Context: an optimization exercise on an open-source flow, tuned for small area and a short achievable clock period. The choices shown serve that exercise and are no tape-out recipe. The RTL was checked by simulation tests, not by an equivalence proof against the original design. Power is estimated from default activity; no workload was simulated.

===== flow/design.v =====
module cpu2(
    input clk, rst_n,
    output hlt,
    output [15:0] pc,
    output [15:0] imem_addr,
    input [15:0] imem_data,
    output [15:0] dmem_addr,
    output [15:0] dmem_wdata,
    output dmem_we,
    input [15:0] dmem_rdata
);
    reg [15:0] pc_r;
    reg [15:0] if_inst, if_pc;
    reg [15:0] ex_inst, ex_pc, ex_rd1, ex_rd2;
    reg        ex_rfw, ex_stall, ex_flush;
    reg        ex_sub, ex_bimm;                    
    reg        ex_s1x, ex_s1m, ex_s1r, ex_s2x, ex_s2m, ex_s2r;
    reg        ex_spc;
    reg        ex_btk, ex_brtk;                    
    reg [2:0]  flags;
    reg        mem_rfw, mem_dmw, mem_mtr, mem_hlt, mem_m3;
    reg [3:0]  mem_wr;
    reg [15:0] mem_res, mem_sd;
    reg        wb_hlt;
    reg [15:0] wb_data;
    wire [3:0] ex_op    = ex_inst[15:12];
    wire [3:0] ex_wr    = ex_inst[11:8];
    wire       ex_is_ld = (ex_op == 4'h8);
    wire       ex_is_st = (ex_op == 4'h9);
    wire       ex_br    = ex_op[3] & ex_op[2];           
    wire [3:0] ex_rr2   = ex_is_st ? ex_inst[11:8] : ex_inst[3:0];
    wire       ex_flagset = ex_rfw & ~ex_op[3] & ~(ex_op[1] & ex_op[0]);
    wire [15:0] id_inst = ex_flush ? 16'h0000 : if_inst;
    wire [15:0] id_pc   = if_pc;
    wire [3:0]  op      = id_inst[15:12];
    wire id_is_st  = (op == 4'h9);
    wire id_lb0    = op[3] & ~op[2] & op[1];             
    wire id_is_b   = (op == 4'hC);
    wire id_is_br  = (op == 4'hD);
    wire id_is_hlt = (op == 4'hF);
    wire id_rfw    = ~(id_is_st | id_is_b | id_is_br | id_is_hlt);
    wire [3:0] rr1 = id_lb0 ? id_inst[11:8] : id_inst[7:4];
    wire [3:0] rr2 = id_is_st ? id_inst[11:8] : id_inst[3:0];
    wire stall = (ex_is_ld & ((ex_wr == rr1) | (ex_wr == rr2))) |
                 ((id_is_b | id_is_br) & ex_flagset);
    wire f1x = id_rfw & (rr1 == ex_wr);
    wire f1m = id_rfw & (rr1 == mem_wr);
    wire f2x = id_rfw & (rr2 == ex_wr);
    wire f2m = id_rfw & (rr2 == mem_wr);
    reg cond;
    always @(*) begin
        case (id_inst[11:9])
            3'b000: cond = ~flags[0];
            3'b001: cond = flags[0];
            3'b010: cond = ~flags[0] & ~flags[2];
            3'b011: cond = flags[2];
            3'b100: cond = flags[0] | ~flags[2];
            3'b101: cond = flags[2] | flags[0];
            3'b110: cond = flags[1];
            default: cond = 1'b1;
        endcase
    end
    wire flush = (id_is_b | id_is_br) & cond & ~stall;
    wire [15:0] wb_next = mem_mtr ? dmem_rdata : mem_res;
    wire rf_we = mem_rfw & ~flush;
    wire [15:0] rf_wd = wb_next & {16{rst_n}};
    wire [15:0] rfv [0:15];
    genvar gi;
    generate
        for (gi = 0; gi < 16; gi = gi + 1) begin : R
            reg [15:0] q;
            always @(posedge clk)
                if (~rst_n | (rf_we & (mem_wr == gi))) q <= rf_wd;
            assign rfv[gi] = q;
        end
    endgenerate
    wire [15:0] rd1 = rfv[rr1];
    wire [15:0] rd2 = rfv[rr2];
    wire id_brop = op[3] & op[2];                        
    wire [15:0] a1 = ({16{ex_s1x}} & mem_res) | ({16{ex_s1m}} & wb_data) | ({16{ex_s1r}} & ex_rd1) |
                     ({16{ex_spc}} & {ex_pc[15:1], 1'b1});
    wire [15:0] a2 = ({16{ex_s2x}} & mem_res) | ({16{ex_s2m}} & wb_data) | ({16{ex_s2r}} & ex_rd2);
    wire [3:0] imm4 = ex_inst[3:0];
    wire        ex_is_hlt = (ex_op == 4'hF);
    wire [15:0] immv = ~ex_op[3] ? {12'h000, imm4} :
                       ~ex_op[2] ? {{11{imm4[3]}}, imm4, 1'b0} :
                       {({15{ex_btk}} & {{6{ex_inst[8]}}, ex_inst[8:0]}) | {15{ex_is_hlt}}, 1'b1};
    wire [15:0] rt = ex_bimm ? immv : a2;
    wire [15:0] addA = {a1[15:1], a1[0] & ~(ex_op[3] & ~ex_op[2])};
    wire [15:0] addB = rt ^ {16{ex_sub}};
    wire [15:0] lo   = {1'b0, addA[14:0]} + {1'b0, addB[14:0]} + {15'h0000, ex_sub};
    wire        c15  = lo[15];
    wire [15:0] s    = {addA[15] ^ addB[15] ^ c15, lo[14:0]};
    wire [15:0] pc_tgt = {s[15:1], ex_pc[0]};      
    wire        ovf  = (addA[15] == addB[15]) & (c15 != addA[15]);
    wire        szero = &((addA ^ addB) ~^ {addA[14:0] | addB[14:0], ex_sub});
    wire [8:0]  red_lo = a1[7:0] + rt[7:0];
    wire [8:0]  red_hi = a1[15:8] + rt[15:8];
    wire [12:0] red_t  = {{4{red_lo[8]}}, red_lo[7:0]} + {{4{red_hi[8]}}, red_hi[7:0]};
    wire [15:0] red    = {{4{red_t[12]}}, red_t[11:0]};
    wire [4:0] n0 = a1[3:0] + rt[3:0];
    wire [4:0] n1 = a1[7:4] + rt[7:4];
    wire [4:0] n2 = a1[11:8] + rt[11:8];
    wire [4:0] n3 = a1[15:12] + rt[15:12];
    wire o0 = (a1[3] == rt[3]) & (n0[3] != a1[3]);
    wire o1 = (a1[7] == rt[7]) & (n1[3] != a1[7]);
    wire [15:0] psa;
    assign psa[3:0]   = o0 ? (a1[3] ? 4'h1 : 4'h7) : n0[3:0];
    assign psa[7:4]   = o1 ? (a1[7] ? 4'h1 : 4'h7) : n1[3:0];
    assign psa[11:8]  = (o0 & ~(a1[11] ^ rt[11])) ? (a1[11] ? 4'h1 : 4'h7) : n2[3:0];
    assign psa[15:12] = (o0 & ~(a1[15] ^ rt[15])) ? (a1[15] ? 4'h1 : 4'h7) : n3[3:0];
    wire        is_sll = (ex_op == 4'h4);
    wire        is_ror = (ex_op == 4'h6);
    wire [3:0]  rot_n  = is_sll ? (4'h0 - imm4) : imm4;
    wire [31:0] rotw   = {a1, a1} >> rot_n;
    wire [15:0] rot    = rotw[15:0];
    wire [15:0] keep   = is_ror ? 16'hFFFF : is_sll ? (16'hFFFF << imm4) : (16'hFFFF >> imm4);
    wire        shfill = ~is_sll & a1[15];
    wire [15:0] sho    = (rot & keep) | ({16{shfill}} & ~keep);
    wire [7:0]  imm8   = ex_inst[7:0];
    wire        op_add = ~ex_op[2] & ~ex_op[1];                
    wire        op_xor = (ex_op == 4'h2);
    wire        op_red = (ex_op == 4'h3);
    wire        op_sh  = (ex_op == 4'h4) | (ex_op == 4'h5) | (ex_op == 4'h6);
    wire        op_psa = (ex_op == 4'h7);
    wire        op_llb = (ex_op == 4'hA);
    wire        op_lhb = (ex_op == 4'hB);
    wire        op_pcs = (ex_op == 4'hE);
    wire        op_a1  = (ex_op == 4'hC) | (ex_op == 4'hD) | (ex_op == 4'hF);
    wire        satv   = ovf & ~ex_op[3];      
    wire [15:0] addres = satv ? (a1[15] ? 16'h0100 : 16'h7FFF) : s;
    wire [15:0] res =
          ({16{op_add | op_pcs}} & {addres[15:1], addres[0] | (op_pcs & ex_pc[0])})
        | ({16{op_xor}} & (a1 ^ rt))
        | ({16{op_red}} & red)
        | ({16{op_sh}}  & sho)
        | ({16{op_psa}} & psa)
        | ({16{op_a1}}  & ex_rd1)                  
        | {{8{op_llb}} & a1[15:8], {8{op_lhb}} & a1[7:0]}
        | {{8{op_lhb}} & imm8, {8{op_llb}} & imm8};
    reg [2:0] flags_n;
    always @(*) begin
        case (ex_op)
            4'h0, 4'h1: flags_n = {~ovf & s[15], ovf, ~ovf & szero};
            4'h2:       flags_n = {flags[2:1], flags[0] | (a1 == rt)};
            4'h4, 4'h5, 4'h6: flags_n = {flags[2:1], flags[0] | (sho == 16'h0000)};
            default:    flags_n = flags;
        endcase
    end
    assign dmem_addr  = mem_res;
    assign dmem_wdata = mem_m3 ? wb_data : mem_sd;
    assign dmem_we    = mem_dmw & rst_n;
    assign hlt       = wb_hlt;
    assign pc        = if_pc;
    assign imem_addr = pc_r;
    always @(posedge clk) begin
        ex_pc    <= id_pc;
        if (~ex_stall) if_inst <= imem_data;
        ex_inst[7:0] <= if_inst[7:0];
        ex_btk   <= id_is_b & cond;
        ex_brtk  <= id_is_br & cond;
        ex_rd1   <= rd1;
        ex_rd2   <= rd2;
        mem_sd   <= ex_rd2;
        wb_data  <= wb_next;
    end
    always @(posedge clk) begin
        if (~rst_n) begin
            pc_r <= 16'h0000; if_pc <= 16'h0000;
            ex_inst[15:8] <= 8'h00;
            ex_rfw <= 1'b0; ex_stall <= 1'b0;
            ex_flush <= 1'b1;
            ex_sub <= 1'b0; ex_bimm <= 1'b0; ex_spc <= 1'b0;
            ex_s1x <= 1'b0; ex_s1m <= 1'b0; ex_s1r <= 1'b0;
            ex_s2x <= 1'b0; ex_s2m <= 1'b0; ex_s2r <= 1'b0;
            flags <= 3'b000;
            mem_rfw <= 1'b0; mem_dmw <= 1'b0; mem_mtr <= 1'b0; mem_hlt <= 1'b0;
            mem_m3 <= 1'b0; mem_wr <= 4'h0; mem_res <= 16'h0000;
            wb_hlt <= 1'b0;
        end else begin
            if (~ex_stall) begin
                pc_r    <= ~ex_br ? pc_r + 16'd2 :
                           ex_brtk ? ex_rd1 : pc_tgt;
                if_pc   <= pc_r;
            end
            ex_inst[15:8] <= stall ? 8'h00 : id_inst[15:8];
            ex_rfw   <= ~stall & id_rfw;
            ex_stall <= stall;
            ex_sub   <= ~stall & (op == 4'h1);
            ex_bimm  <= ~stall & ((op == 4'h4) | (op == 4'h5) | (op == 4'h6) |
                                  (op == 4'h8) | (op == 4'h9) | id_brop);
            ex_spc   <= ~stall & id_brop;
            ex_flush <= flush;
            ex_s1x   <= ~stall & f1x & ~id_brop;
            ex_s1m   <= ~stall & ~f1x & f1m & ~id_brop;
            ex_s1r   <= ~stall & ~f1x & ~f1m & ~id_brop;
            ex_s2x   <= ~stall & f2x;
            ex_s2m   <= ~stall & ~f2x & f2m;
            ex_s2r   <= ~stall & ~f2x & ~f2m;
            flags    <= flags_n;
            mem_rfw  <= ex_rfw;
            mem_dmw  <= ex_is_st;
            mem_mtr  <= ex_is_ld;
            mem_hlt  <= ex_is_hlt;
            mem_wr   <= ex_wr;
            mem_res  <= res;
            mem_m3   <= mem_rfw & (mem_wr == ex_rr2);
            wb_hlt   <= mem_hlt;
        end
    end
endmodule

===== flow/flow/run.sh =====
#!/bin/bash
# The standard layout (standard synthesis, floorplan, placement, CTS,
# routing) with these changes to how the layout is made; the clock period and
# constraints are the design's own:
#  - repair_timing aims for SETUP_SLACK_MARGIN ns of setup slack
#  - CTS builds from clkbuf_4/clkbuf_8 in clusters of up to 12 sinks, without
#    dummy loads
#  - every input and output port still gets its own buffer (buf_1)
#  - after placement, flow/fix_rst.tcl moves the dmem_we gate's rst_n input
#    from the first buffer of the reset tree onto the rst_n port buffer's net
set -euo pipefail
ARGS=(
  SETUP_SLACK_MARGIN=6.45
  "CTS_ARGS=-sink_clustering_enable -repair_clock_nets -dont_use_dummy_load -sink_clustering_size 12 -sink_clustering_max_diameter 70 -buf_list {sky130_fd_sc_hd__clkbuf_4 sky130_fd_sc_hd__clkbuf_8}"
  "BUFFER_PORTS_ARGS=-buffer_cell sky130_fd_sc_hd__buf_1"
)
bash standard.sh "${ARGS[@]}" place > standard_flow_place.log 2>&1
PLACE_ODB=orfs/results/${FLOW_PLATFORM}/cpu2/base/3_place.odb \
  openroad -no_init -exit flow/fix_rst.tcl > fix_rst.log 2>&1
bash standard.sh "${ARGS[@]}" finish > standard_flow_finish.log 2>&1

===== flow/flow/fix_rst.tcl =====
# Hang the dmem_we AND gate directly off rst_n's port buffer.
# After placement the rst_n port buffer feeds one buffer that roots the whole
# synchronous-reset tree, and the gate that forms dmem_we (a load on the
# port-to-port path rst_n -> dmem_we) sits under that extra buffer. Moving the
# gate's input onto the port buffer's own net keeps the logic and every port
# buffer as they are and only drops one buffer stage from that path.
set odb $::env(PLACE_ODB)
read_db $odb
set block [ord::get_db_block]
proc drv {net} {
  foreach it [$net getITerms] { if {[$it isOutputSignal]} { return $it } }
  return ""
}
proc is_buf {inst} {
  return [regexp {^sky130_fd_sc_hd__(buf|clkbuf)_[0-9]+$} [[$inst getMaster] getName]]
}
set in_buf [[lindex [[[$block findBTerm rst_n] getNet] getITerms] 0] getInst]
set n_in [[$in_buf findITerm X] getNet]
set out_buf [[lindex [[[$block findBTerm dmem_we] getNet] getITerms] 0] getInst]
set gate [[drv [[$out_buf findITerm A] getNet]] getInst]
puts "rst_n port buffer [$in_buf getName], net [$n_in getName]; dmem_we gate [$gate getName] [[$gate getMaster] getName]"
set moved 0
foreach it [$gate getITerms] {
  if {![$it isInputSignal]} { continue }
  set n [$it getNet]
  if {$n eq "NULL" || $n eq ""} { continue }
  # walk up through plain buffers towards the port buffer
  set cur $n
  set hops 0
  while {$cur ne $n_in && $hops < 8} {
    set d [drv $cur]
    if {$d eq ""} { break }
    set di [$d getInst]
    if {![is_buf $di]} { break }
    set cur [[$di findITerm A] getNet]
    incr hops
  }
  if {$cur eq $n_in && $hops > 0} {
    puts "moving [$gate getName]/[[$it getMTerm] getName] from [$n getName] to [$n_in getName] ($hops buffer(s) skipped)"
    $it disconnect
    $it connect $n_in
    incr moved
  }
}
puts "moved $moved pin(s)"
write_db $odb

===== flow/standard.sh =====
#!/bin/bash
# synth_recipe.tcl (not shown) runs the flow's synth.tcl, then flattens the netlist and writes it again
# the make line also repeats each setting of config.mk as NAME=value (left out here)
make -C /OpenROAD-flow-scripts/flow DESIGN_CONFIG=/design/flow/config.mk WORK_HOME=/design/flow/orfs CLKGATE_MAP_FILE= SYNTH_SCRIPT=/design/flow/synth_recipe.tcl "${@:-finish}"

===== flow/config.mk =====
export PLATFORM = sky130hd
export DESIGN_NAME = cpu2
export DESIGN_NICKNAME = cpu2
export VERILOG_FILES = /design/flow/design.v
export SDC_FILE = /design/flow/constraint.sdc
export NUM_CORES = 4
export LEC_CHECK = 0
export CAP_MARGIN = 20
export CORE_MARGIN = 2
export CORE_UTILIZATION = 65
export PLACE_DENSITY = 0.72
export SLEW_MARGIN = 20

===== flow/constraint.sdc =====
create_clock -name core_clock -period 11.0 [get_ports {clk}]
set_input_delay 2.2000 -clock core_clock [delete_from_list [all_inputs] [get_ports {clk}]]
set_output_delay 2.2000 -clock core_clock [all_outputs]
set_load 0.01 [all_outputs]

==> summary.txt, run 1 <==
Floorplan
  – Die width: 193 um
  – # rows: 69
  – DIE HEIGHT: 193 um
  – Die ar.: 37100 um2
  – Initial Util: 0.654
  – Core Area: 35300 um2
  – IO Count: 100

Placement
  – Final weighted congestion in routability-driven placement: 1.07
  – IO buf count: 99
  – Dpl cells: 2674
  – Dpl hpwl: 62300 um

Yosys
  – Synth Register Bits: 443
  – Distinct cell type count after synthesis: 77
  – Net count after synthesis: 2294
  – Compound-Gate Fraction of Synth Area: 0.228
  – Post-synthesis mux area share: 0.0442
  – Synth Instances: 2195
  – Ys async rst share: 0
  – Synth Area in XOR/XNOR: 0.0322
  – Number of flops mapped to enable cells by yosys: 272
  – Post-Syn Area: 23100 um2
  – Sequential share of the synthesized area: 0.502
  – Simple-gate area share of the yosys netlist: 0.123
  – Synth Area in Adders: 0.0376
  – Predominant post-synthesis flop cell: edfxtp_1
  – Syn. warnings: 1
  – Avg Inst Size Synth: 10.5 um2
  – Largest family of logic cells by synthesized area: compound AO/OA/AOI/OAI gates

Worst setup path
  – Slowest cell on crit path: and2_4
  – Family with the most delay on the worst path: buffers and inverters
  – Worst reg2reg path depth: 10
  – CP Class: in2out
  – WP data required: 8.80 ns
  – R2R Path End: R[4].q[8]
  – R2R Path Start: if_inst[14]
  – Reg2reg setup slack: 6.45 ns
  – Crit-path max FO: 2
  – Buf+Inv Stages, Crit Path: 2
  – CP Depth: 3
  – Worst path max stage delay: 0.13 ns
  – CP cell instances: buf_8, and2_4, buf_6
  – Critical Path AT: 2.54 ns
  – CP endpoint kind: primary output
  – Crit start category: input pin

GRT
  – Gr usage total: 0.498
  – First-pass GRT wire length: 132000 um
  – Initial antenna violation count: 4
  – Largest net degree at the start of global routing: 71
  – GRT overflow: 0
  – Vias in the first global route: 20400

STA
  – Worst slew pin tran: 1.29 ns
  – Crit share post-route: 0.431
  – Setup Skew: 0.0691 ns
  – Post-route minimum period: 4.74 ns
  – Fin. Hold Viols: 0
  – RSZ-0062 raised after global routing: true
  – Rel. slew slack: 0.136
  – Max-slew violations: 0
  – Fmax: 211 MHz
  – Final setup fails: 0
  – Setup_tns: 0 ns

CTS
  – Number of buffers created by CTS: 46
  – Clock tree buffer depth: 3
  – CTS tree: done
  – Clock Sinks: 443
  – Root Buffer Master: clkbuf_8
  – Clock-pin slew on the worst setup and hold paths: 0.07 ns
  – Hold_buf cts: 0
  – H-tree levels: 2
  – Worst-Skew Late Latency: 0.66 ns

Routing
  – Drt wl/cell: 34.0 um
  – Post-DR vias/cell: 7.88
  – Residual DRC count: 0
  – WL final: 93800 um
  – Total iterations of the first detailed-routing run: 12
  – Total number of vias: 21800
  – Initial DRC Count: 4013
  – Routed Antenna Nets: 0

Min path
  – Worst Hold Path Cells: 0
  – Worst Hold Endpoint: mem_sd[12]
  – HP Class: reg2reg
  – Min-delay src: ex_rd2[12]

Cells and area
  – Area Overhead vs Synth: 11.4%
  – Share of layout cells above drive strength 1: 0.141
  – Final #Nets: 2398
  – Non-Filler Instances: 2759
  – Util after Layout: 0.729

Power and ir drop
  – Part of the power in registers: 0.500
  – Internal cell power: 2820 uW
  – Clock power frac: 0.209
  – Gate power share: 0.291
  – Net Sw Frac: 0.362
  – Net Switching: 1600 uW
  – Peak supply drop: 0.189 mV
  – Leakage: 0.00933 uW
  – PwrDens: 172 nW/um2

Flow run
  – Max-cap violations: 0

Outcome
  – Outcome: no timing/DRC/antenna violations
[final cells by class]
type / count / area [um2]
diodes: 1 / 2.50
clock buffers: 46 / 633
fillers: 2405 / 9570
inverters: 67 / 263
multi-input cells: 1548 / 11400
flip-flops and latches: 443 / 11600
well taps: 461 / 577
repair buffers: 193 / 1180
[layout by cell type (no fill, tap or decap), types with 40 or more instances in the layout]
cell,count
o21ai_0,92
buf_4,84
inv_1,61
mux2i_1,41
o211ai_1,43
nand2_1,87
a22oi_1,204
a21oi_1,128
nor2_1,110
buf_1,97
xnor2_1,61
dfxtp_1,154
edfxtp_1,272
clkbuf_8,46
mux2_2,40
and2_1,41
nand3_1,103
ha_1,56
nand4_1,41
[kinds of logic (layout without fill, tap and decap cells)]
family,Yosys count,in the layout
compound gates,747,747
simple gates,561,561
flops,443,443
buf+inv,204,306
mux,89,89
xor+xnor,85,85
fa+ha+maj,66,66
other cells,0,1
[Yosys cell counts (9+ instances only)]
library cell | number | area share
nor4_1 | 17 | 0.0046
o211ai_1 | 43 | 0.014
dfxtp_1 | 171 | 0.15
xnor2_1 | 61 | 0.023
nand2b_1 | 20 | 0.0054
o21a_1 | 10 | 0.0033
inv_1 | 65 | 0.011
a22o_1 | 32 | 0.012
nor3_1 | 32 | 0.0069
a222oi_1 | 21 | 0.0091
o22a_1 | 32 | 0.012
nand3_1 | 103 | 0.022
a22oi_1 | 208 | 0.068
mux2i_1 | 42 | 0.018
a221oi_1 | 35 | 0.013
clkbuf_1 | 129 | 0.021
and3_1 | 9 | 0.0024
or2_2 | 10 | 0.0027
nand2_1 | 93 | 0.015
nor2b_1 | 18 | 0.0049
xor2_1 | 24 | 0.0091
mux2_2 | 40 | 0.020
edfxtp_1 | 272 | 0.35
o31ai_1 | 14 | 0.0046
ha_1 | 59 | 0.032
a21oi_1 | 136 | 0.029
a21o_1 | 30 | 0.0098
nand4_1 | 41 | 0.011
and2_1 | 43 | 0.012
o21ai_0 | 98 | 0.021
nor2_1 | 135 | 0.022
[power groups by stage]
stage	Clock (uW)	Combinational (uW)	Sequential [uW]
CTS	904	1180	2190
global placement	0	1150	2210
floorplan	0	771	2120
finish	925	1290	2210
global route	963	1340	2220
detailed placement	0	1160	2220
[worst max-delay path by stage]
stage,startpoint,end
finish,rst_n,dmem_we
global route,rst_n,dmem_we
CTS,rst_n,dmem_we
detailed placement,rst_n,dmem_we
global placement,rst_n,dmem_we
floorplan,rst_n,dmem_we
[flip-flops by register name, indices dropped and copies added, names as in the netlist, 3 cells and up]
name / flops
R.q: 256
ex_inst: 16
ex_pc: 16
ex_rd1: 16
ex_rd2: 16
flags: 3
if_inst: 16
if_pc: 16
mem_res: 16
mem_sd: 16
mem_wr: 4
pc_r: 16
wb_data: 16
[timing repair]
item / in CTS / in global routing
endpoints found under the hold margin: 0 / 0
setup endpoints to repair: 264 / 276
setup buffers: 8 / 27
gates resized for setup: 53 / 61
cloned: 0 / 2
pin swaps: 4 / 11
[stage by stage]
| step | worst slack (ns) | hold WS [ns] | total power, uW | area [um2] |
|---|---|---|---|---|
| 3_5_place_dp | 5.27 | 0.345 | 3380 | 24400 |
| 4_1_cts | 6.23 | 0.364 | 4270 | 25200 |
| 3_3_place_gp | 5.28 | 0.341 | 3360 | 24300 |
| 5_1_grt | 6.25 | 0.372 | 4520 | 25700 |
| 2_1_floorplan | 6.20 | 0.331 | 2890 | 23200 |
| 6_report | 6.26 | 0.365 | 4430 | 25700 |
[routing by layer]
layer	up-vias	wire length, um	GRT usage
met2	2212	39300	0.736
met1	10100	30000	0.601
met3	727	14400	0.169
met4	8	10100	0.379
li1	8712	-	-
met5	-	51	0.00412
==> inputs of run 2 (changes only) <==
--- a/flow/flow/run.sh
+++ b/flow/flow/run.sh
@@ -11,5 +11,5 @@
 set -euo pipefail
 ARGS=(
-  SETUP_SLACK_MARGIN=6.45
+  SETUP_SLACK_MARGIN=6.3
   "CTS_ARGS=-sink_clustering_enable -repair_clock_nets -dont_use_dummy_load -sink_clustering_size 12 -sink_clustering_max_diameter 70 -buf_list {sky130_fd_sc_hd__clkbuf_4 sky130_fd_sc_hd__clkbuf_8}"
   "BUFFER_PORTS_ARGS=-buffer_cell sky130_fd_sc_hd__buf_1"
==> run 2 against run 1 <==
Against the previous run: total power down 0.43%; sequential share of layout area up 0.67 points; sequential power about the same; routed wire length down 0.18%; largest cell class unchanged; area after synthesis unchanged; clock-buffer cell count down 1; clock power down 0.6%; via count down 1.6%; global-route usage up 0.65 points; worst setup slack worse by 0.0013 ns; critical path type unchanged; die area unchanged; synthesized cell count unchanged.
==> summary.txt, run 2 <==
CTS
  – Root Buffer Master: clkbuf_8
  – CTS tree: done
  – Worst-Skew Late Latency: 0.66 ns (about the same)
  – Clock tree buffer depth: 3 (unchanged)
  – Clock-pin slew on the worst setup and hold paths: 0.07 ns (about the same)
  – Number of buffers created by CTS: 45 (-2.2%)
  – Hold_buf cts: 0 (unchanged)
  – H-tree levels: 2 (unchanged)
  – Clock Sinks: 443 (unchanged)

Power and ir drop
  – Peak supply drop: 0.201 mV (+6.2%)
  – PwrDens: 174 nW/um2 (+1.1%)
  – PnR Total Power: 4410 uW (-0.43%)
  – Leakage: 0.00925 uW (-0.86%)

Yosys
  – Synth Area in XOR/XNOR: 0.0322 (unchanged)
  – Ys async rst share: 0 (unchanged)
  – Largest area contributor in the netlist: edfxtp_1
  – Synth Instances: 2195 (unchanged)
  – Most frequent cell after synthesis: edfxtp_1
  – Net count after synthesis: 2294 (unchanged)
  – Synth Register Bits: 443 (unchanged)
  – Predominant post-synthesis flop cell: edfxtp_1
  – Sequential share of the synthesized area: 0.502 (unchanged)
  – Compound-Gate Fraction of Synth Area: 0.228 (unchanged)
  – Syn. warnings: 1 (unchanged)
  – Number of flops mapped to enable cells by yosys: 272 (unchanged)
  – Avg Inst Size Synth: 10.5 um2 (unchanged)
  – Largest family of logic cells by synthesized area: compound AO/OA/AOI/OAI gates
  – Top cell type's share of synthesized area: 0.354 (unchanged)
  – Post-synthesis mux area share: 0.0442 (unchanged)
  – Top cells by area, synth: edfxtp_1 (35%), dfxtp_1 (15%), a22oi_1 (6.8%), ha_1 (3.2%), a21oi_1 (2.9%)
  – Synth Area in Adders: 0.0376 (unchanged)
  – Post-Syn Area: 23100 um2 (unchanged)
  – Simple-gate area share of the yosys netlist: 0.123 (unchanged)
  – Distinct cell type count after synthesis: 77 (unchanged)
  – Top cells by count, synth: edfxtp_1 (272), a22oi_1 (208), dfxtp_1 (171), a21oi_1 (136), nor2_1 (135)

Routing
  – Drt wl/cell: 34.1 um (+0.36%)
  – WL final: 93600 um (-0.18%)
  – Initial DRC Count: 4173 (+4.0%)
  – Total number of vias: 21400 (-1.6%)
  – Routed Antenna Nets: 0 (unchanged)
  – Total iterations of the first detailed-routing run: 13 (+1)
  – Post-DR vias/cell: 7.80 (-1.1%)
  – Residual DRC count: 0 (unchanged)

STA
  – Max-slew violations: 0 (unchanged)
  – Setup_tns: 0 ns (unchanged)
  – RSZ-0062 raised after global routing: true
  – Worst slew pin tran: 1.28 ns (-0.0159 ns)
  – Fin. Hold Viols: 0 (unchanged)
  – Post-route minimum period: 4.74 ns (+0.00133 ns)
  – Final setup fails: 0 (unchanged)
  – Fmax: 211 MHz (about the same)
  – Crit share post-route: 0.431 (about the same)
  – Rel. slew slack: 0.147 (+0.0106)
  – Setup Skew: 0.0447 ns (-0.0244 ns)

Worst setup path
  – Crit-path max FO: 2 (unchanged)
  – CP endpoint kind: primary output
  – Crit start category: input pin
  – CP Class: in2out
  – WP data required: 8.80 ns (about the same)
  – Critical Path AT: 2.54 ns (about the same)

GRT
  – First-pass GRT wire length: 133000 um (+0.79%)
  – Initial antenna violation count: 5 (+1)
  – Largest net degree at the start of global routing: 42 (-41%)
  – Vias in the first global route: 20300 (-0.45%)
  – GRT overflow: 0 (unchanged)
  – Gr usage total: 0.505 (+0.00653)

Cells and area
  – Share of layout cells above drive strength 1: 0.123 (-0.0179)
  – Commonest non-fill, non-tap cell in the layout: edfxtp_1
  – Number of flip-flops in the largest register: 256 (unchanged)
  – Most flops, register: R.q
  – Area Overhead vs Synth: 9.75%
  – Util after Layout: 0.718 (-0.0111)
  – Most frequent cells in the layout: edfxtp_1 (272), a22oi_1 (205), dfxtp_1 (156)
  – Fill cell count: 2528 (+5.1%)
  – Non-Filler Instances: 2744 (-0.54%)
  – Final #Nets: 2383 (-0.63%)

Placement
  – Dpl hpwl: 61500 um (-1.3%)
  – Final weighted congestion in routability-driven placement: 1.08 (+0.91%)
  – IO buf count: 99 (unchanged)
  – Dpl cells: 2678 (+0.15%)

Outcome
  – Outcome: no timing/DRC/antenna violations

Floorplan
  – IO Count: 100 (unchanged)
  – # rows: 69 (unchanged)
  – Die width: 193 um (unchanged)
  – DIE HEIGHT: 193 um (unchanged)
  – Core Area: 35300 um2 (unchanged)
  – Die ar.: 37100 um2 (unchanged)
  – Initial Util: 0.654 (unchanged)

Flow run
  – Max-cap violations: 0 (unchanged)

Min path
  – HP Class: reg2reg
[run 2: cell types whose count changed in the layout (fill, tap and decap cells not counted), sizes merged]
cell and delta:
clkbuf -4, buf -12, clkinv +1, clkinvlp -1
bufbuf +1
[run 2: critical path: stages]
cell    delay, ns
buf_16       0.10
and2_4       0.13
buf_6        0.11
[run 2: cell type report]
cell class / instances / area (um2) / area share
inverters: 67 / 259 / 0.0102
multi-input cells: 1548 / 11200 / 0.441
repair buffers: 179 / 1070 / 0.0423
flip-flops and latches: 443 / 11600 / 0.459
diodes: 1 / 2.50 / 0.0000987
well taps: 461 / 577 / 0.0228
clock buffers: 45 / 619 / 0.0244
[run 2: timing repair]
action / 4_1_cts / 5_1_grt
endpoints found under the setup margin: 29 / 25
pin swaps: 5 / 10
gates cloned: 1 / 0
resized for setup: 42 / 42
buffers inserted: 7 / 9
[run 2: per-layer routing]
metal,wire length (um),share of wire,vias to the layer above,track usage
li1,-,-,8676,-
met1,29300,0.31,9843,0.595
met2,39100,0.42,2103,0.740
met3,15000,0.16,765,0.196
met4,10200,0.11,10,0.393
met5,69,0.00074,-,0
[run 2: cell families (layout without fill, tap and decap cells)]
logic type	Yosys count	after routing
AOI/OAI and AO/OA	747	747
and+or+nand+nor	561	561
DFF	443	443
buffers and inverters	204	291
muxes	89	89
xor gates and xnor gates	85	85
adders and majority gates	66	66
other	0	1
[run 2: per-stage QoR]
step / setup WS, ns / area, um2 / hold slack, ns
after floorplan: 6.20 / 23100 / 0.331
after global placement: 5.51 / 24300 / 0.353
after detailed placement: 5.36 / 24300 / 0.350
after CTS: 6.26 / 25100 / 0.361
after global routing: 6.23 / 25300 / 0.371
final: 6.26 / 25400 / 0.367
[run 2: path summary, 6_finish.rpt]
check	slack, ns	startpoint	endpoint	cells past startpoint
min reg2reg	0.37	ex_rd2[14]	mem_sd[14]	0
min	0.37	ex_rd2[14]	mem_sd[14]	0
max reg2reg	6.36	ex_s2x	mem_res[9]	18
max	6.26	rst_n	dmem_we	3
[run 2: power by group]
part	internal, uW	switching, uW
Clock	364	555
Combinational	441	823
Sequential	1990	229
==> inputs of run 3 (changes only) <==
--- a/flow/design.v
+++ b/flow/design.v
@@ -61,5 +61,6 @@
         endcase
     end
-    wire flush = (id_is_b | id_is_br) & cond & ~stall;
+    wire br_ld_hazard = ex_is_ld & ((ex_wr == id_inst[7:4]) | (ex_wr == id_inst[3:0]));
+    wire flush = (id_is_b | id_is_br) & cond & ~ex_flagset & ~br_ld_hazard;
     wire [15:0] wb_next = mem_mtr ? dmem_rdata : mem_res;
     wire rf_we = mem_rfw & ~flush;
--- a/flow/flow/run.sh
+++ b/flow/flow/run.sh
@@ -11,5 +11,5 @@
 set -euo pipefail
 ARGS=(
-  SETUP_SLACK_MARGIN=6.3
+  SETUP_SLACK_MARGIN=6.5
   "CTS_ARGS=-sink_clustering_enable -repair_clock_nets -dont_use_dummy_load -sink_clustering_size 12 -sink_clustering_max_diameter 70 -buf_list {sky130_fd_sc_hd__clkbuf_4 sky130_fd_sc_hd__clkbuf_8}"
   "BUFFER_PORTS_ARGS=-buffer_cell sky130_fd_sc_hd__buf_1"
==> run 3 against run 2 <==
Against the previous run: the layout now fails its checks (max-capacitance violations, max-slew violations); register-to-register slack better by 0.19 ns; global-route usage is 0.053 points lower; via count is 3.1% higher; die area is 0.78% higher; total power is 1.3% higher; fmax is 0.11% lower; utilization is 0.45 points lower; critical endpoint unchanged; flip-flop and latch count stayed put; clock-buffer cell count is 1 lower; design area is 0.39% lower; critical path type unchanged.
==> summary.txt, run 3 <==
STA
  – Crit share post-route: 0.431 (+0.000454)
  – Fmax: 211 MHz (-0.11%)
  – Fin. Hold Viols: 0 (unchanged)
  – Rel. slew slack: -0.0145 (-0.161)
  – RSZ-0062 raised after global routing: true
  – Final setup fails: 0 (unchanged)
  – Worst slew pin tran: 1.52 ns (+0.237 ns)
  – Setup Skew: 0.137 ns (+0.0927 ns)
  – Post-route minimum period: 4.75 ns (+0.00499 ns)
  – Setup_tns: 0 ns (unchanged)
  – Max-slew violations: 10 (+10)

Routing
  – WL final: 96800 um (+3.3%)
  – Initial DRC Count: 4157 (-0.38%)
  – Drt wl/cell: 35.0 um (+2.5%)
  – Routed Antenna Nets: 0 (unchanged)
  – Residual DRC count: 0 (unchanged)
  – Total iterations of the first detailed-routing run: 17 (+4)
  – Post-DR vias/cell: 7.98 (+2.3%)
  – Total number of vias: 22100 (+3.1%)

Worst setup path
  – CP Class: in2out
  – R2R Path Start: ex_s1m
  – CP endpoint kind: primary output
  – Worst reg2reg path depth: 14 (-4)
  – R2R Path End: mem_res[5]
  – Reg2reg setup slack: 6.55 ns (+0.19 ns)
  – Crit start category: input pin
  – WP data required: 8.80 ns (about the same)
  – Slowest cell on crit path: and2_4
  – CP cell instances: buf_8, and2_4, buf_6
  – Crit-path max FO: 2 (unchanged)
  – Critical Path AT: 2.55 ns (about the same)
  – Worst path max stage delay: 0.13 ns (about the same)

Yosys
  – Number of flops mapped to enable cells by yosys: 272 (unchanged)
  – Syn. warnings: 1 (unchanged)
  – Ys async rst share: 0 (unchanged)
  – Top cells by area, synth: edfxtp_1 (35%), dfxtp_1 (15%), a22oi_1 (6.6%), ha_1 (3.2%), a21oi_1 (3.1%)
  – Synth Register Bits: 443 (unchanged)
  – Predominant post-synthesis flop cell: edfxtp_1
  – Synth Instances: 2227 (+1.5%)
  – Largest area contributor in the netlist: edfxtp_1
  – Top cells by count, synth: edfxtp_1 (272), a22oi_1 (204), dfxtp_1 (171), a21oi_1 (142)
  – Most frequent cell after synthesis: edfxtp_1
  – Top cell type's share of synthesized area: 0.351 (-0.00279)
  – Post-Syn Area: 23300 um2 (+0.80%)
  – Net count after synthesis: 2326 (+1.4%)
  – Distinct cell type count after synthesis: 78 (+1.3%)
  – Avg Inst Size Synth: 10.5 um2 (-0.65%)
  – Sequential share of the synthesized area: 0.498 (-0.00396)

Cells and area
  – Commonest non-fill, non-tap cell in the layout: edfxtp_1
  – Non-Filler Instances: 2766 (+0.80%)
  – Register area: 11600 um2 (about the same)
  – Final #Nets: 2402 (+0.80%)
  – Most frequent cells in the layout: edfxtp_1 (272), a22oi_1 (204), dfxtp_1 (157)
  – Number of flip-flops in the largest register: 256 (unchanged)
  – Area of the multi-input gates: 11200 um2 (-0.27%)
  – Area Overhead vs Synth: 8.46%
  – Fill cell count: 2496 (-1.3%)
  – Share of layout cells above drive strength 1: 0.111 (-0.0123)
  – Most flops, register: R.q
  – Util after Layout: 0.713 (-0.00454)

Outcome
  – Outcome: complete, but fails checks
  – Violated Checks: max-capacitance violations, max-slew violations

CTS
  – Clock-pin slew on the worst setup and hold paths: 0.08 ns (about the same)
  – Hold_buf cts: 0 (unchanged)
  – Root Buffer Master: clkbuf_8
  – H-tree levels: 2 (unchanged)
  – Worst-Skew Late Latency: 0.71 ns (+0.05 ns)
  – CTS tree: done
  – Clock tree buffer depth: 3 (unchanged)
  – Number of buffers created by CTS: 44 (-2.2%)
  – Clock Sinks: 443 (unchanged)

Power and ir drop
  – Peak supply drop: 0.206 mV (+2.6%)
  – Leakage: 0.00923 uW (-0.20%)
  – PwrDens: 177 nW/um2 (+1.7%)
  – PnR Total Power: 4470 uW (+1.3%)

Floorplan
  – DIE HEIGHT: 193 um (+0.39%)
  – Core Area: 35400 um2 (+0.24%)
  – Initial Util: 0.658 (+0.00360)
  – # rows: 69 (unchanged)
  – Die width: 193 um (+0.39%)
  – Die ar.: 37300 um2 (+0.78%)
  – IO Count: 100 (unchanged)

GRT
  – GRT overflow: 0 (unchanged)
  – Gr usage total: 0.504 (-0.000529)
  – Initial antenna violation count: 5 (unchanged)
  – First-pass GRT wire length: 139000 um (+4.3%)
  – Largest net degree at the start of global routing: 43 (+2.4%)
  – Vias in the first global route: 21200 (+4.7%)

Min path
  – Worst Hold Endpoint: mem_sd[2]
  – Worst Hold Path Cells: 0 (unchanged)
  – HP Class: reg2reg
  – Min-delay src: ex_rd2[2]

Placement
  – Dpl cells: 2706 (+1.0%)
  – Final weighted congestion in routability-driven placement: 1.09 (+0.32%)
  – Dpl hpwl: 64700 um (+5.2%)
  – IO buf count: 99 (unchanged)

Flow run
  – Max-cap violations: 1 (+1)
[run 3: cell count changes after synthesis, moves of 8 or more]
cell / change
o211ai_1: -33
a22o_1: +12
inv_1: +8
a221oi_1: +11
a222oi_1: -8
o31ai_1: -8
o21ai_0: +26
nand3_1: -10
[run 3: area by class of cell]
cell class / instances / area share
sequential: 443 / 0.460
antenna: 4 / 0.000396
multi-input combinational: 1563 / 0.442
timing repair buffer: 174 / 0.0388
inverter: 77 / 0.0117
tap: 461 / 0.0228
clock buffer: 44 / 0.0240
[run 3: what timing repair did]
action                                  in CTS  in global routing
endpoints found under the setup margin      35                 24
buffers inserted                             2                  7
pin swaps                                    1                  7
gates cloned                                 1                  1
resized for setup                           39                 41
[run 3: metrics by stage]
step	setup WS (ns)	area, um2	hold WS (ns)
6_report	6.25	25300	0.368
5_1_grt	6.25	25200	0.375
2_1_floorplan	6.05	23300	0.331
3_3_place_gp	5.13	24300	0.350
3_5_place_dp	4.98	24300	0.358
4_1_cts	6.24	25000	0.366
[run 3: worst max path at each step]
| stage | start | endpoint | slack [ns] |
|---|---|---|---|
| 2_1_floorplan | rst_n | dmem_we | 6.05 |
| 3_3_place_gp | ex_inst[14] | mem_res[14] | 5.13 |
| 3_5_place_dp | ex_inst[14] | mem_res[14] | 4.98 |
| 4_1_cts | rst_n | dmem_we | 6.24 |
| 5_1_grt | rst_n | dmem_we | 6.25 |
| 6_report | rst_n | dmem_we | 6.25 |
[run 3: power breakdown]
group / internal (uW) / switching [uW] / total [uW]
Sequential: 2000 / 229 / 2230
Clock: 357 / 573 / 930
Combinational: 452 / 853 / 1310
[run 3: cell families (layout without fill, tap and decap cells)]
| group | Yosys count | in the layout | share of synthesized area |
|---|---|---|---|
| fa+ha+maj | 65 | 65 | 0.0369 |
| simple gates | 555 | 556 | 0.121 |
| buf+inv | 223 | 295 | 0.0368 |
| flops | 443 | 443 | 0.498 |
| mux | 96 | 96 | 0.0483 |
| compound gates | 757 | 758 | 0.226 |
| xor+xnor | 88 | 88 | 0.0331 |
| other cells | 0 | 4 | 0 |
[run 3: per-layer routing]
metal | wire (um) | vias to the layer above | GRT usage
met4 | 9670 | 0 | 0.347
li1 | - | 8698 | -
met3 | 15000 | 833 | 0.175
met1 | 31200 | 10100 | 0.607
met2 | 40900 | 2384 | 0.763
met5 | 0 | - | 0
[run 3: worst max-delay path: cells and delay by family]
family	cells	cell delay, ns
buffers and inverters	2	0.21
AND/OR/NAND/NOR	1	0.13
==> inputs of run 4 (changes only) <==
--- a/flow/flow/run.sh
+++ b/flow/flow/run.sh
@@ -11,5 +11,5 @@
 set -euo pipefail
 ARGS=(
-  SETUP_SLACK_MARGIN=6.5
+  SETUP_SLACK_MARGIN=6.4
   "CTS_ARGS=-sink_clustering_enable -repair_clock_nets -dont_use_dummy_load -sink_clustering_size 12 -sink_clustering_max_diameter 70 -buf_list {sky130_fd_sc_hd__clkbuf_4 sky130_fd_sc_hd__clkbuf_8}"
   "BUFFER_PORTS_ARGS=-buffer_cell sky130_fd_sc_hd__buf_1"
==> run 4 against run 3 <==
Against the previous run: the run now finishes clean; utilization shrank 0.27 points; largest power group unchanged; critical endpoint unchanged; sequential share of layout area grew 0.18 points; clock skew shrank 0.051 ns; critical path type unchanged; register-to-register slack lost 0.05 ns; worst hold slack lost 0.011 ns; worst setup slack gained 0.012 ns; sequential power is essentially flat.
==> summary.txt, run 4 <==
Floorplan
  – Die width: 193 um (unchanged)
  – DIE HEIGHT: 193 um (unchanged)
  – Die ar.: 37300 um2 (unchanged)
  – # rows: 69 (unchanged)
  – Initial Util: 0.658 (unchanged)
  – Core Area: 35400 um2 (unchanged)
  – IO Count: 100 (unchanged)

Yosys
  – Synth Register Bits: 443 (unchanged)
  – Largest area contributor in the netlist: edfxtp_1
  – Most frequent cell after synthesis: edfxtp_1
  – Ys async rst share: 0 (unchanged)
  – Number of flops mapped to enable cells by yosys: 272 (unchanged)
  – Sequential share of the synthesized area: 0.498 (unchanged)
  – Avg Inst Size Synth: 10.5 um2 (unchanged)
  – Top cells by count, synth: edfxtp_1 (272), a22oi_1 (204), dfxtp_1 (171), a21oi_1 (142)
  – Distinct cell type count after synthesis: 78 (unchanged)
  – Post-Syn Area: 23300 um2 (unchanged)
  – Syn. warnings: 1 (unchanged)
  – Synth Instances: 2227 (unchanged)
  – Top cells by area, synth: edfxtp_1 (35%), dfxtp_1 (15%), a22oi_1 (6.6%), ha_1 (3.2%), a21oi_1 (3.1%)
  – Predominant post-synthesis flop cell: edfxtp_1
  – Net count after synthesis: 2326 (unchanged)
  – Top cell type's share of synthesized area: 0.351 (unchanged)

Routing
  – Total number of vias: 21100 (-4.3%)
  – Residual DRC count: 0 (unchanged)
  – WL final: 90300 um (-6.7%)
  – Total iterations of the first detailed-routing run: 12 (-5)
  – Post-DR vias/cell: 7.66 (-4.0%)
  – Drt wl/cell: 32.8 um (-6.4%)
  – Initial DRC Count: 3911 (-5.9%)
  – WL met2: 38300 um (-6.3%)
  – Met3 wire length: 13400 um (-11%)
  – Post-Route M1 WL: 30100 um (-3.6%)
  – Top sig layer: met4
  – Routed Antenna Nets: 0 (unchanged)

CTS
  – Root Buffer Master: clkbuf_8
  – H-tree levels: 2 (unchanged)
  – Clock tree buffer depth: 3 (unchanged)
  – Number of buffers created by CTS: 44 (unchanged)
  – Worst-Skew Late Latency: 0.68 ns (-0.03 ns)
  – Clock-pin slew on the worst setup and hold paths: 0.08 ns (about the same)
  – Clock Sinks: 443 (unchanged)
  – CTS tree: done

STA
  – Fmax: 211 MHz (+0.26%)
  – Final setup fails: 0 (unchanged)
  – Setup Skew: 0.0860 ns (-0.0513 ns)
  – Fin. Hold Viols: 0 (unchanged)
  – Setup WS post-layout: 6.27 ns (+0.0124 ns)
  – Max-slew violations: 0 (-10)
  – Rel. slew slack: 0.157 (+0.171)
  – RSZ-0062 raised after global routing: true
  – Worst slew pin tran: 1.26 ns (-0.252 ns)
  – Setup_tns: 0 ns (unchanged)
  – Post-route minimum period: 4.73 ns (-0.0124 ns)
  – Crit share post-route: 0.430 (-0.00113)

Power and ir drop
  – PnR Total Power: 4370 uW (-2.0%)
  – Leakage: 0.00918 uW (-0.58%)
  – PwrDens: 174 nW/um2 (-1.7%)
  – Peak supply drop: 0.167 mV (-19%)

Cells and area
  – Area Overhead vs Synth: 8.05%
  – Util after Layout: 0.711 (-0.00269)
  – Fill cell count: 2567 (+2.8%)
  – Share of layout cells above drive strength 1: 0.106 (-0.00528)
  – Most flops, register: R.q
  – Most frequent cells in the layout: edfxtp_1 (272), a22oi_1 (204), dfxtp_1 (158)
  – Number of flip-flops in the largest register: 256 (unchanged)
  – Final #Nets: 2394 (-0.33%)
  – Commonest non-fill, non-tap cell in the layout: edfxtp_1

Worst setup path
  – CP Class: in2out
  – Worst path max stage delay: 0.13 ns (about the same)
  – R2R Path Start: ex_inst[15]
  – Crit start category: input pin
  – Critical Path AT: 2.53 ns (-0.02 ns)
  – WP data required: 8.80 ns (about the same)
  – Crit path top cell by count: buf_6
  – CP startpoint: rst_n
  – CP cell instances: buf_6, and2_4, buf_6
  – Slowest cell on crit path: and2_4
  – Crit-path max FO: 2 (unchanged)
  – CP endpoint kind: primary output

GRT
  – Vias in the first global route: 20400 (-3.8%)
  – Gr usage total: 0.476 (-0.0285)
  – Largest net degree at the start of global routing: 62 (+44%)
  – Initial antenna violation count: 3 (-2)
  – First-pass GRT wire length: 132000 um (-5.3%)
  – GRT overflow: 0 (unchanged)

Min path
  – Min-delay src: ex_rd2[14]
  – HP Class: reg2reg

Outcome
  – Outcome: no timing/DRC/antenna violations

Placement
  – Final weighted congestion in routability-driven placement: 1.08 (-0.84%)
  – IO buf count: 99 (unchanged)
  – Pre-CTS setup slack: 5.06 ns (+0.0785 ns)
  – Dpl hpwl: 61200 um (-5.3%)

Flow run
  – Max-cap violations: 0 (-1)
-- run 4: cell counts after synthesis --
Identical to the previous run, type by type.
-- run 4: per-layer routing --
layer  track usage  vias to the layer above
met4         0.331                        0
met5             0                        -
met2         0.707                     2058
met3         0.143                      623
met1         0.598                     9758
li1              -                     8675
-- run 4: timing repair --
item / 4_1_cts / 5_1_grt
setup buffers: 1 / 4
endpoints found under the setup margin: 33 / 27
gates resized for setup: 32 / 31
pin swaps: 1 / 3
hold buffers: 0 / 0
gates cloned: 1 / 1
hold endpoints to repair: 0 / 0
-- run 4: logic make-up (layout without fill, tap and decap cells) --
logic type,Yosys count,after routing,synth area share
adders and majority gates,65,65,0.0369
DFF,443,443,0.498
xor gates and xnor gates,88,88,0.0331
buffers and inverters,223,288,0.0368
muxes,96,96,0.0483
other,0,3,0
and+or+nand+nor,555,556,0.121
AOI/OAI and AO/OA,757,757,0.226
-- run 4: where the power goes --
group	switching, uW	internal (uW)
sequential	209	2000
clock	539	356
combinational	828	442
-- run 4: path summary, 6_finish.rpt --
| path | slack (ns) | endpoint | cells after the start |
|---|---|---|---|
| worst min-delay path | 0.36 | mem_sd[14] | 0 |
| worst max register to register | 6.50 | mem_res[14] | 19 |
| worst max-delay path | 6.27 | dmem_we | 3 |
| worst min register to register | 0.36 | mem_sd[14] | 0 |
-- run 4: final cells by class --
class                   count  area, um2  area share
repair buffers            167        943      0.0375
diodes                      3       7.51    0.000298
flip-flops and latches    443      11600       0.462
inverters                  77        289      0.0115
clock buffers              44        606      0.0241
multi-input cells        1562      11100       0.442
well taps                 461        577      0.0229
-- run 4: critical path: cells and delay by family --
family / cells / cell delay (ns)
and+or+nand+nor: 1 / 0.13
buffers and inverters: 2 / 0.20
-- run 4: stage by stage --
stage,cells,area [um2],hold slack [ns]
after floorplan,2227,23300,0.331
after global routing,2756,25200,0.368
after global placement,2701,24300,0.341
final,2757,25200,0.358
after detailed placement,2701,24300,0.354
after CTS,2747,25000,0.360
==> inputs of run 5 (changes only) <==
--- a/flow/flow/run.sh
+++ b/flow/flow/run.sh
@@ -11,5 +11,5 @@
 set -euo pipefail
 ARGS=(
-  SETUP_SLACK_MARGIN=6.4
+  SETUP_SLACK_MARGIN=6.35
   "CTS_ARGS=-sink_clustering_enable -repair_clock_nets -dont_use_dummy_load -sink_clustering_size 12 -sink_clustering_max_diameter 70 -buf_list {sky130_fd_sc_hd__clkbuf_4 sky130_fd_sc_hd__clkbuf_8}"
   "BUFFER_PORTS_ARGS=-buffer_cell sky130_fd_sc_hd__buf_1"
==> run 5 against run 4 <==
Against the previous run: total power about the same; register-to-register slack got worse by 0.06 ns; die area unchanged; routed wire length about the same; critical path type unchanged; largest cell class unchanged.
==> summary.txt, run 5 <==
Outcome
  – Outcome: no timing/DRC/antenna violations

Yosys
  – Distinct cell type count after synthesis: 78 (unchanged)
  – Top cell type's share of synthesized area: 0.351 (unchanged)
  – Syn. warnings: 1 (unchanged)
  – Synth Instances: 2227 (unchanged)
  – Post-Syn Area: 23300 um2 (unchanged)
  – Top cells by area, synth: edfxtp_1 (35%), dfxtp_1 (15%), a22oi_1 (6.6%), ha_1 (3.2%), a21oi_1 (3.1%)
  – Synth Register Bits: 443 (unchanged)
  – Predominant post-synthesis flop cell: edfxtp_1
  – Top cells by count, synth: edfxtp_1 (272), a22oi_1 (204), dfxtp_1 (171), a21oi_1 (142)
  – Most frequent cell after synthesis: edfxtp_1
  – Number of flops mapped to enable cells by yosys: 272 (unchanged)
  – Avg Inst Size Synth: 10.5 um2 (unchanged)
  – Sequential share of the synthesized area: 0.498 (unchanged)
  – Net count after synthesis: 2326 (unchanged)
  – Ys async rst share: 0 (unchanged)
  – Largest area contributor in the netlist: edfxtp_1

Placement
  – IO buf count: 99 (unchanged)
  – Pre-CTS setup slack: 5.06 ns (unchanged)
  – Final weighted congestion in routability-driven placement: 1.08 (unchanged)
  – Dpl hpwl: 61200 um (unchanged)

CTS
  – Clock Sinks: 443 (unchanged)
  – Root Buffer Master: clkbuf_8
  – Clock-pin slew on the worst setup and hold paths: 0.08 ns (about the same)
  – Clock tree buffer depth: 3 (unchanged)
  – CTS tree: done
  – Hold_buf cts: 0 (unchanged)
  – Number of buffers created by CTS: 44 (unchanged)
  – H-tree levels: 2 (unchanged)
  – Worst-Skew Late Latency: 0.68 ns (about the same)

STA
  – Setup_tns: 0 ns (unchanged)
  – Fmax: 211 MHz (about the same)
  – Fin. Hold Viols: 0 (unchanged)
  – RSZ-0062 raised after global routing: true
  – Setup Skew: 0.0905 ns (+0.00452 ns)
  – Rel. slew slack: 0.177 (+0.0206)
  – Max-slew violations: 0 (unchanged)
  – Worst slew pin tran: 1.23 ns (-0.0309 ns)
  – Crit share post-route: 0.430 (about the same)
  – Post-route minimum period: 4.73 ns (+0.000490 ns)
  – Final setup fails: 0 (unchanged)
  – Setup WS post-layout: 6.27 ns (-0.000490 ns)

GRT
  – Largest net degree at the start of global routing: 62 (unchanged)
  – Vias in the first global route: 20400 (-0.020%)
  – Initial antenna violation count: 3 (unchanged)
  – Gr usage total: 0.476 (about the same)
  – First-pass GRT wire length: 132000 um (about the same)
  – GRT overflow: 0 (unchanged)

Routing
  – Residual DRC count: 0 (unchanged)
  – Initial DRC Count: 3767 (-3.7%)
  – Total iterations of the first detailed-routing run: 12 (unchanged)
  – Post-DR vias/cell: 7.71 (+0.68%)
  – Total number of vias: 21200 (+0.54%)
  – Drt wl/cell: 32.8 um (+0.14%)
  – WL final: 90300 um (about the same)
  – Routed Antenna Nets: 0 (unchanged)

Floorplan
  – IO Count: 100 (unchanged)
  – Initial Util: 0.658 (unchanged)
  – Die width: 193 um (unchanged)
  – # rows: 69 (unchanged)
  – Die ar.: 37300 um2 (unchanged)
  – Core Area: 35400 um2 (unchanged)
  – DIE HEIGHT: 193 um (unchanged)

Worst setup path
  – Worst reg2reg path depth: 16 (-3)
  – Family with the most delay on the worst path: buffers and inverters
  – CP cell instances: buf_6, and2_4, buf_6
  – Crit-path max FO: 2 (unchanged)
  – CP Depth: 3 (unchanged)
  – CP startpoint: rst_n
  – R2R Path Start: ex_s2m
  – R2R Path End: mem_res[8]
  – Critical Path AT: 2.53 ns (about the same)
  – CP Class: in2out
  – WP data required: 8.80 ns (about the same)
  – Slowest cell on crit path: and2_4
  – CP endpoint kind: primary output
  – Reg2reg setup slack: 6.44 ns (-0.06 ns)
  – Critical Path End: dmem_we
  – Buf+Inv Stages, Crit Path: 2 (unchanged)
  – Crit start category: input pin
  – Worst path max stage delay: 0.12 ns (about the same)
  – Crit path top cell by count: buf_6

Cells and area
  – Area Overhead vs Synth: 7.83%
  – Share of layout cells above drive strength 1: 0.103 (-0.00248)
  – Most frequent cells in the layout: edfxtp_1 (272), a22oi_1 (204), dfxtp_1 (158)
  – Number of flip-flops in the largest register: 256 (unchanged)
  – Most flops, register: R.q
  – Commonest non-fill, non-tap cell in the layout: edfxtp_1
  – Final #Nets: 2391 (-0.13%)

Flow run
  – Max-cap violations: 0 (unchanged)

Power and ir drop
  – Leakage: 0.00916 uW (-0.20%)
  – PwrDens: 174 nW/um2 (+0.13%)
  – Peak supply drop: 0.167 mV (about the same)

Min path
  – HP Class: reg2reg
## run 5: cell counts after synthesis
No cell type changed its count.
## run 5: area by class of cell
| cell class | instances | area (um2) |
|---|---|---|
| Tap cell | 461 | 577 |
| Clock buffer | 44 | 606 |
| Antenna cell | 2 | 5.00 |
| Multi-Input combinational cell | 1562 | 11100 |
| Inverter | 77 | 289 |
| Timing Repair Buffer | 164 | 913 |
| Fill cell | 2568 | 10300 |
| Sequential cell | 443 | 11600 |
## run 5: worst min path at each step
| stage | from | endpoint | slack, ns | cells past startpoint |
|---|---|---|---|---|
| floorplan | ex_rd2[15] | mem_sd[15] | 0.33 | 0 |
| global placement | ex_rd2[15] | mem_sd[15] | 0.34 | 0 |
| detailed placement | ex_rd2[10] | mem_sd[10] | 0.35 | 0 |
| CTS | ex_rd2[14] | mem_sd[14] | 0.36 | 0 |
| global route | ex_rd2[14] | mem_sd[14] | 0.37 | 0 |
| finish | ex_rd2[14] | mem_sd[14] | 0.36 | 0 |
## run 5: what timing repair did
action                                  4_1_cts  5_1_grt
buffers inserted                              1        2
gates cloned                                  1        0
resized for setup                            29       28
pin swaps                                     1        1
endpoints found under the setup margin       33       26
## run 5: per-layer routing
metal  share of wire  track usage  wire (um)
met4           0.092        0.334       8290
met1            0.33        0.595      30000
met5               0            0          0
met2            0.43        0.707      38400
met3            0.15        0.145      13600
## run 5: kinds of logic after synthesis
group	Yosys count	synth area share
and+or+nand+nor	555	0.121
AOI/OAI and AO/OA	757	0.226
xor gates and xnor gates	88	0.0331
DFF	443	0.498
adders and majority gates	65	0.0369
muxes	96	0.0483
buffers and inverters	223	0.0368
## run 5: where the power goes
group / internal [uW] / leakage, uW / total [uW] / switching [uW]
sequential: 2000 / 0.00422 / 2210 / 210
combinational: 440 / 0.00462 / 1270 / 827
clock: 356 / 0.000316 / 895 / 539
total: 2800 / 0.00916 / 4370 / 1580
## run 5: per-stage QoR
step,util,power (uW),hold slack [ns],area [um2],cells
after CTS,0.705,4280,0.360,25000,2747
final,0.709,4370,0.361,25100,2753
after global placement,0.686,3390,0.341,24300,2701
after global routing,0.709,4480,0.368,25100,2753
after detailed placement,0.686,3410,0.354,24300,2701
after floorplan,-,2930,0.331,23300,2227

==> afterwards: timing with drivers on the ports <==
The flow's constraints put no driver on any port. The routed layouts listed below were extracted and timed again, unchanged, in two steps. Step 1, drivers: a clkbuf_16 drives clk and a buf_2 each remaining input, both assumed. Step 2 times the ports against the registers' clock, not the clock port: input delays grow and output delays shrink by t, the midpoint of the rising clock arrivals with the driver on. a / b / c = ideal ports / drivers / drivers and shift; a / b = the first two.
run | t (ns) | slack for setup (ns) | latest minus earliest clock arrival (ns)
run 1 | 0.676 | 6.260 / 6.220 / 6.183 | 0.069 / 0.069
run 2 | 0.692 | 6.258 / 6.087 / 5.916 | 0.045 / 0.045
run 3 | 0.700 | 6.254 / 6.214 / 6.214 | 0.137 / 0.138
run 4 | 0.686 | 6.266 / 6.233 / 6.233 | 0.086 / 0.086
run 5 | 0.688 | 6.265 / 6.233 / 6.233 | 0.091 / 0.091
The setup slack of run 2, which loses most, moves by -0.171 ns with the drivers and by -0.342 ns with both steps.
